From an optimization exercise on the open Yosys and OpenROAD flow, aimed at a short achievable clock period and few clock cycles; shortcuts taken in it are not production practice. In this exercise RTL edits were held to simulation tests only and were not proved equivalent to the original. Power figures rest on the tool's default switching activity, not on a simulated workload.

Design mips_cpu, start of the top module:
module mips_cpu(rst,clk,imem_addr,imem_rdata,dmem_addr,dmem_wdata,dmem_we,dmem_rdata);
    input rst,clk;
    output [31:0] imem_addr;    
    input  [31:0] imem_rdata;   
    output [31:0] dmem_addr;    
    output [31:0] dmem_wdata;   
    output        dmem_we;      
    input  [31:0] dmem_rdata;   
    reg [29:0] pc;              
    reg [29:0] pcn;             
    reg        e_kill;          
    reg        e_wen, e_lw, e_sw, e_beq, e_pred, e_fok, e_addi;
    reg [31:0] e_nimm;          
    reg [4:0]  e_rd;
    reg [31:0] e_rsl, e_rsh, e_rtl, e_rth, e_bl, e_bh;
    reg        e_rs4, e_rt4;
    reg        e_rs4n, e_rt4n;   
    reg [15:0] e_imm;
    reg [4:0]  e_sh;
    reg        e_fb_l;
    reg        s_add, s_sub, s_and, s_or, s_slt, s_sll, s_srl;
    reg [29:0] e_npc;
    reg        m_wen, m_lw;
    reg [4:0]  m_rd;
    reg [31:0] m_res;
    reg [31:0] m_addr, m_wdata;
    reg        m_we;
    reg        w_wen;
    reg [4:0]  w_rd;
    reg [31:0] w_val;
    reg [31:0] rf [1:31];
    wire [31:0] ins = imem_rdata;
    wire [5:0]  op = ins[31:26];
    wire [5:0]  fn = ins[5:0];
    wire [4:0]  rs = ins[25:21];
    wire [4:0]  rt = ins[20:16];
    wire [4:0]  rd = ins[15:11];
    wire rtype  = (op == 6'h00);
    wire f_add  = rtype & (fn == 6'h20);
    wire f_sub  = rtype & (fn == 6'h22);
    wire f_and  = rtype & (fn == 6'h24);
    wire f_or   = rtype & (fn == 6'h25);
    wire f_slt  = rtype & (fn == 6'h2B);
    wire f_sll  = rtype & (fn == 6'h00);
    wire f_srl  = rtype & (fn == 6'h02);
    wire f_lw   = (op == 6'h23);
    wire f_sw   = (op == 6'h2B);
    wire f_beq  = (op == 6'h04);
    wire f_addi = (op == 6'h08);
    wire f_ori  = (op == 6'h0D);
    wire f_j    = (op == 6'h02);
    wire f_r3   = f_add | f_sub | f_and | f_or | f_slt;    
    wire f_sh   = f_sll | f_srl;                            
    wire f_ri   = f_addi | f_ori | f_lw;                    
    wire [4:0] f_dst = f_ri ? rt : rd;
    wire f_wen  = ((f_r3 | f_sh) & (rd != 5'd0)) | (f_ri & (rt != 5'd0));
    wire use_rs = f_r3 | f_ri | f_sw | f_beq;
    wire use_rt = f_r3 | f_sh | f_sw | f_beq;
    wire [31:0] rsl = (rs[3:0] == 4'd0) ? 32'd0 : rf[{1'b0, rs[3:0]}];
    wire [31:0] rsh = rf[{1'b1, rs[3:0]}];
    wire [31:0] rtl = (rt[3:0] == 4'd0) ? 32'd0 : rf[{1'b0, rt[3:0]}];
    wire [31:0] rth = rf[{1'b1, rt[3:0]}];
    wire ev_wen = e_wen & ~e_kill;
  ...
export LEC_CHECK = 0
export ABC_CLOCK_PERIOD_IN_PS = 3000
export CAP_MARGIN = 20
export CORE_MARGIN = 2
export CORE_UTILIZATION = 40
export SLEW_MARGIN = 20
create_clock -name core_clock -period 12.0 [get_ports {clk}]
standard.sh (not shown) runs the stock make flow with config.mk's settings and CLKGATE_MAP_FILE= SYNTH_SCRIPT=/design/flow/synth_recipe.tcl, a recipe that flattens the netlist after the stock synthesis.
==> flow/flow/run.sh <==
#!/bin/bash
# Layout flow: the standard ORFS flow (standard.sh: the standard synthesis script,
# floorplan, power grid, placement, CTS and routing), with these changes in how the
# layout is made, none in what is measured (the SDC, clock period and I/O constraints
# are the design's own):
#  - the I/O port buffers are buf_8 cells rather than the delay buffer that
#    buffer_ports picks by itself;
#  - besides the platform's own don't-use cells, the slow cells with four
#    transistors in series (or4*, nor4*, a2111*, o2111*, o41*, a41*) and the ones with
#    three p-transistors in series (or3*, nor3*, o31*, o311*, o32*, a311*), listed in
#    flow/extra_dont_use.txt) are not used;
#  - after the global-route timing repair, flow/post_grt.tcl repairs the max slew and
#    max capacitance violations that repair's moves may leave.
# Each ORFS step's full log is in orfs/logs/; make's own output is in flow_make.log.
set -euo pipefail
here=$(cd "$(dirname "$0")" && pwd)
plat=$(sed -n '/^export DONT_USE_CELLS/,/^#/p' "$FLOW_HOME/platforms/sky130hd/config.mk" \
       | grep -o 'sky130_fd_sc_hd__[a-z0-9_]*' | tr '\n' ' ')
extra=$(tr '\n' ' ' < "$here/extra_dont_use.txt")
bash standard.sh SETUP_SLACK_MARGIN=8.5 TNS_END_PERCENT=100 \
  "BUFFER_PORTS_ARGS=-buffer_cell sky130_fd_sc_hd__buf_8" \
  "DONT_USE_CELLS=$plat $extra" "POST_GLOBAL_ROUTE_TCL=$here/post_grt.tcl" finish > flow_make.log 2>&1
==> flow/flow/post_grt.tcl <==
# After the global-route timing repair: repair any max slew / max capacitance
# violations its moves (cloning, resizing) left, with global-route parasitics,
# then legalize and update the global routes of the changed nets.
log_cmd estimate_parasitics -global_routing
log_cmd global_route -start_incremental
repair_design_helper
log_cmd detailed_placement
log_cmd global_route -end_incremental
log_cmd estimate_parasitics -global_routing
Other scripts of this flow, unchanged in this note and not shown: flow/flow/extra_dont_use.txt
The starting point finished with timing, DRC and antenna clean.
Testbench counts at the start, summed over its fixed seeds: cycles 56,620.
Edit:
GPL_ROUTABILITY_DRIVEN = 0   (was default)
PLACE_DENSITY = 0.55   (was default)
Utilization went up by 1.4 points.
Design area came out higher by 2.5%.
Synthesized cell count is unchanged.
Routed wire length rises by 2.8%.
Maximum frequency went up by 1.4%.
First-iteration DRC count came out lower by 5.5%.
Worst hold slack got worse by 0.0067 ns.
Combinational power is higher by about 2%.
Via count is about the same.
Setup slack is better by 0.053 ns.
Edit:
--- a/flow/flow/run.sh
+++ b/flow/flow/run.sh
@@ -10,5 +10,3 @@
 #    three p-transistors in series (or3*, nor3*, o31*, o311*, o32*, a311*), listed in
-#    flow/extra_dont_use.txt) are not used;
-#  - after the global-route timing repair, flow/post_grt.tcl repairs the max slew and
-#    max capacitance violations that repair's moves may leave.
+#    flow/extra_dont_use.txt) are not used.
 # Each ORFS step's full log is in orfs/logs/; make's own output is in flow_make.log.
@@ -21,2 +19,2 @@
   "BUFFER_PORTS_ARGS=-buffer_cell sky130_fd_sc_hd__buf_8" \
-  "DONT_USE_CELLS=$plat $extra" "POST_GLOBAL_ROUTE_TCL=$here/post_grt.tcl" finish > flow_make.log 2>&1
+  "DONT_USE_CELLS=$plat $extra" finish > flow_make.log 2>&1
GPL_ROUTABILITY_DRIVEN = default   (was 0)
PLACE_DENSITY = default   (was 0.55)
removed: flow/flow/post_grt.tcl
=> Clock skew drops by 0.014 ns; worst hold slack is better by 0.0067 ns; count of clock-buffer cells in the layout climbs by 4; power drops slightly; design area drops by a few percent; die area is unchanged; clock power drops by a few percent; register-to-register slack hardly moves; synthesized cell count is unchanged.
Edit:
--- a/flow/flow/run.sh
+++ b/flow/flow/run.sh
@@ -10,3 +10,5 @@
 #    three p-transistors in series (or3*, nor3*, o31*, o311*, o32*, a311*), listed in
-#    flow/extra_dont_use.txt) are not used.
+#    flow/extra_dont_use.txt) are not used;
+#  - after the global-route timing repair, flow/post_grt.tcl repairs the max slew and
+#    max capacitance violations that repair's moves may leave.
 # Each ORFS step's full log is in orfs/logs/; make's own output is in flow_make.log.
@@ -19,2 +21,2 @@
   "BUFFER_PORTS_ARGS=-buffer_cell sky130_fd_sc_hd__buf_8" \
-  "DONT_USE_CELLS=$plat $extra" finish > flow_make.log 2>&1
+  "DONT_USE_CELLS=$plat $extra" "POST_GLOBAL_ROUTE_TCL=$here/post_grt.tcl" finish > flow_make.log 2>&1
==> flow/flow/post_grt.tcl (new file) <==
# After the global-route timing repair: repair any max slew / max capacitance
# violations its moves (cloning, resizing) left, with global-route parasitics,
# then legalize and update the global routes of the changed nets.
log_cmd estimate_parasitics -global_routing
log_cmd global_route -start_incremental
repair_design_helper
log_cmd detailed_placement
log_cmd global_route -end_incremental
log_cmd estimate_parasitics -global_routing
PLACE_DENSITY = 0.55   (was default)
Setup slack gains 0.069 ns.
Wire length goes up by 0.87%.
Non-clock buffer count goes up by 29.
Global-route usage goes up by 1.5 points.
Hold slack barely changes.
Core utilization goes up by 0.87 points.
Count of clock-buffer cells in the layout goes down by 8.
Total power goes up by 2.3%.
Via count goes down by 2.0%.
Synthesized area is unchanged.
Register-to-register slack loses 0.02 ns.
Edit:
CORE_UTILIZATION = 50   (was 40)
PLACE_DENSITY = 0.6   (was 0.55)
Outcome: Cell area came out lower by a few percent; sequential cell count stays the same; clock power rises slightly; clock skew rose by 0.010 ns; via count grows slightly; combinational power came out higher slightly; die area went down by about a fifth; setup slack gets worse by 0.091 ns; worst hold slack improved by 0.037 ns.

[afterwards: timing with drivers on the ports]
Ports are ideal in the flow. The routed layouts listed here were re-timed in OpenROAD. Step 1 sets driving cells, clkbuf_16 on the clock port and buf_2 on the other inputs (assumed; they add their load-dependent delay and slew). Step 2 adds t to the input delays and takes it off the output delays; t is the mean of the earliest and latest rising clock arrival at the registers after step 1. Input paths then give back, and output paths get back, about the clock's delay inside the block. Three values: ideal ports, drivers, drivers and shift; two values: the first two.
| run | shift t [ns] | slack for setup (ns) | worst data-port slew with drivers (ns) |
|---|---|---|---|
| the first run | 0.917 | 8.009 / 8.047 / 7.130 | 0.13 |
| the second run | 0.931 | 8.062 / 8.091 / 7.176 | 0.13 |
| the third run | 0.917 | 8.009 / 8.047 / 7.130 | 0.13 |
| the fourth run | 0.911 | 8.078 / 8.089 / 7.208 | 0.17 |
| the fifth run | 0.897 | 7.987 / 7.987 / 7.131 | 0.18 |
After both steps every run listed still meets setup and hold. The setup slack of the second run, which loses most, moves by +0.029 ns with the drivers and by -0.886 ns with both steps.
